This design comes from an exercise in tuning for small area on the open sky130 flow, not from production work.
Function was checked by simulation only, so behaviour that the tests miss may differ from the original.
Power and IR drop assume default switching activity.

Design router, start of the top module:
module router(clk,rst,input_flit_Local,input_flit_North, input_flit_South, input_flit_East,input_flit_West,credit_inL,credit_inN,credit_inS,credit_inE,credit_inW,Credit_outL,Credit_outN,Credit_outS,Credit_outE,Credit_outW,Local_output,North_output,South_output,East_output,West_output);
	input clk;
	input rst;
	input[31:0] input_flit_Local, input_flit_North, input_flit_South, input_flit_East,input_flit_West;
	input credit_inL,credit_inN,credit_inS,credit_inE,credit_inW;
	output Credit_outL,Credit_outN,Credit_outS,Credit_outE,Credit_outW;
	output[31:0] Local_output,North_output,South_output,East_output,West_output;
	wire [31:0] hL,hN,hS,hE,hW;              
	wire [4:0] wL,wN,wS,wE,wW;               
	wire [3:0] gL,gN,gS,gE,gW;               
	wire [3:0] gnL,gnN,gnS,gnE,gnW;          
	wire [31:0] zL,zN,zS,zE,zW;              
	reg rst_d;
	always @(posedge clk) rst_d <= rst;
	wire swL = gN[0] | gS[0] | gE[0] | gW[0];
  ...
Size in the first run: roughly 4300 cells after synthesis, about 62000 um^2 of cells after synthesis.
clock: 10.0 ns
lec_check: 0
cap_margin: 20
core_margin: 2
core_utilization: 40
slew_margin: 20
standard.sh (not shown) runs the stock make flow with config.mk's settings and CLKGATE_MAP_FILE= SYNTH_SCRIPT=/design/flow/synth_recipe.tcl, a recipe that flattens the netlist after the stock synthesis.
==> flow/flow/run.sh <==
#!/bin/bash
# Layout flow: the standard ORFS flow, with an area-oriented ABC mapping,
# CTS without dummy loads and with smaller clock buffers, and single-drive
# port buffers.  Every tool's output is in orfs/logs; make's output in flow.log.
set -euo pipefail
here=$(pwd)
rm -rf "$here/scripts_area"
cp -r "$FLOW_HOME/scripts" "$here/scripts_area"
cp "$here/flow/abc_area.script" "$here/scripts_area/abc_area.script"
bash standard.sh \
  SCRIPTS_DIR="$here/scripts_area" \
  ABC_AREA=1 \
  BUFFER_PORTS_ARGS="-buffer_cell sky130_fd_sc_hd__buf_1" \
  CTS_ARGS="-sink_clustering_enable -repair_clock_nets -dont_use_dummy_load -buf_list sky130_fd_sc_hd__clkbuf_8 -sink_clustering_size 16 -sink_clustering_max_diameter 60" \
  finish > "$here/flow.log" 2>&1
==> flow/flow/abc_area.script <==
strash
&get -n
&st
&dch
&nf -a
&put
Then changed:
==> flow/run.sh (new file) <==
#!/bin/bash
# synth_recipe.tcl (not shown) runs the flow's synth.tcl, then flattens the netlist and writes it again
# the make line also repeats each setting of config.mk as NAME=value (left out here)
make -C /OpenROAD-flow-scripts/flow DESIGN_CONFIG=/design/flow/config.mk WORK_HOME=/design/flow/orfs CLKGATE_MAP_FILE= SYNTH_SCRIPT=/design/flow/synth_recipe.tcl finish
removed: flow/flow/run.sh
removed: flow/flow/abc_area.script
removed: flow/standard.sh
What happened: Critical path depth shrinks by 1; sequential cell count is unchanged; sequential power fell by 13%; cell count climbs by 7.3%; setup slack improved by 1300 ps; global-route usage is lower by 0.29 points; worst hold slack gains 11 ps; power is lower by 2.6%; synthesized area increases by 3.9%; cell area is higher by 11%; die area is higher by 3.9%.

========
== willow ==
Another version of the RTL of router (not shown whole).
Size: ~1,700 flip-flops, about 0.059 mm2 of cells after synthesis.
clock: 10.0 ns
lec_check: 0
cap_margin: 20
core_margin: 2
core_utilization: 40
slew_margin: 20
==> flow/flow/run.sh <==
#!/bin/bash
# Layout flow: the standard ORFS flow, with an area-oriented ABC mapping,
# CTS without dummy loads and with smaller clock buffers, and single-drive
# port buffers.  Every tool's output is in orfs/logs; make's output in flow.log.
set -euo pipefail
here=$(pwd)
rm -rf "$here/scripts_area"
cp -r "$FLOW_HOME/scripts" "$here/scripts_area"
cp "$here/flow/abc_area.script" "$here/scripts_area/abc_area.script"
bash standard.sh \
  SCRIPTS_DIR="$here/scripts_area" \
  ABC_AREA=1 \
  BUFFER_PORTS_ARGS="-buffer_cell sky130_fd_sc_hd__buf_1" \
  CTS_ARGS="-sink_clustering_enable -repair_clock_nets -dont_use_dummy_load -buf_list sky130_fd_sc_hd__clkbuf_4 -sink_clustering_size 10 -sink_clustering_max_diameter 40" \
  finish > "$here/flow.log" 2>&1
==> flow/flow/abc_area.script <==
strash
&get -n
&st
&dch -x
&nf -a -R 1000 -p -C 32
&put
strash
&get -n
&st
&dch -x
&nf -a -R 1000 -p -C 32
&put
#### Input delta (raven over willow)
- putting PLACE_DENSITY at 0.7 where nothing was set
-- flow/flow/run.sh --
<<< willow, line 12
  ABC_AREA=1 \
  BUFFER_PORTS_ARGS="-buffer_cell sky130_fd_sc_hd__buf_1" \
  CTS_ARGS="-sink_clustering_enable -repair_clock_nets -dont_use_dummy_load -buf_list sky130_fd_sc_hd__clkbuf_4 -sink_clustering_size 10 -sink_clustering_max_diameter 40" \
  finish > "$here/flow.log" 2>&1
>>> raven, line 12
  ABC_AREA=1 \
  BUFFER_PORTS_ARGS="-buffer_cell sky130_fd_sc_hd__buf_1" \
  CTS_ARGS="-sink_clustering_enable -repair_clock_nets -dont_use_dummy_load -buf_list sky130_fd_sc_hd__clkbuf_8 -sink_clustering_size 16 -sink_clustering_max_diameter 60" \
  finish > "$here/flow.log" 2>&1
==> comparison <==
Against willow, largest vdd supply drop in raven fell by a few percent.
| fraction of registers with async set/reset | willow vs raven | ≈ equal |
Compared willow against raven; final core utilization within noise.
Diff willow and raven: total stage count of the critical path higher in willow
Having completed the whole flow, raven delivered a layout that passed the timing, design-rule and antenna checks.
Critical path required time (lower): raven
### raven -> juniper
- PLACE_DENSITY: 0.7 -> 0.85
-- flow/flow/run.sh --
<<< raven, line 12
  ABC_AREA=1 \
  BUFFER_PORTS_ARGS="-buffer_cell sky130_fd_sc_hd__buf_1" \
  CTS_ARGS="-sink_clustering_enable -repair_clock_nets -dont_use_dummy_load -buf_list sky130_fd_sc_hd__clkbuf_8 -sink_clustering_size 16 -sink_clustering_max_diameter 60" \
  finish > "$here/flow.log" 2>&1
>>> juniper, line 12
  ABC_AREA=1 \
  BUFFER_PORTS_ARGS="-buffer_cell sky130_fd_sc_hd__buf_1" \
  CTS_ARGS="-sink_clustering_enable -repair_clock_nets -dont_use_dummy_load -buf_list sky130_fd_sc_hd__clkbuf_4 -sink_clustering_size 10 -sink_clustering_max_diameter 40" \
  finish > "$here/flow.log" 2>&1
## What came out
The portion of total power attributed to combinational logic reported for juniper is greater than that of raven by 0.5 points.
juniper: minimum setup slack in the final design 0.30 ns below raven
raven was larger in final cell area than juniper.
Side by side, critical path depth turned out lower in juniper than in raven.
The estimated power of juniper ends up lower than the estimate for raven.
Higher number of vias after detailed routing among juniper and raven: juniper
| first-pass detailed-route iteration total | juniper vs raven | 3 higher |
raven ended up with sa_W.count[31]$_SDFF_PP0_ as its critical path capture point; juniper ended up with sa_L.count[31]$_SDFF_PP0_.

## re-timing with driven ports
Ports are ideal in the flow. The routed layouts listed here were re-timed in OpenROAD.
Step 1 (the two cells are an assumption about what drives the block):
set clk [get_ports {clk}]
set_driving_cell -lib_cell sky130_fd_sc_hd__clkbuf_16 $clk
set_driving_cell -lib_cell sky130_fd_sc_hd__buf_2 [delete_from_list [all_inputs] $clk]
Step 2 moves the port delays by t, midway between the first and last clock arrival at a register: inputs arrive t later, outputs are due t later. That takes back most of the time a late clock gives input paths.
a / b / c = ideal ports / drivers / drivers and shift; a / b = the first two.
run | shift t [ns] | setup WS [ns] | worst setup path after step 2 | worst register clock-pin slew, ns | pins driven straight from the clock port
the first run of note 1 | 0.949 | 1.037 / 1.037 / 1.037 | register to register | 0.11 / 0.11 | 1
the second run of note 1 | 0.900 | 2.292 / 2.292 / 2.062 | input to register | 0.07 / 0.07 | 1
willow | 1.292 | 0.935 / 0.935 / 0.935 | register to register | 0.12 / 0.12 | 1
raven | 0.937 | 0.948 / 0.948 / 0.928 | input to register | 0.10 / 0.10 | 1
juniper | 1.241 | 0.649 / 0.649 / 0.649 | register to register | 0.12 / 0.12 | 1
After both steps setup and hold are still met in every run listed. For the second run of note 1, which loses most, drivers alone change the setup slack by 0.000 ns; drivers and shift together by -0.230 ns.
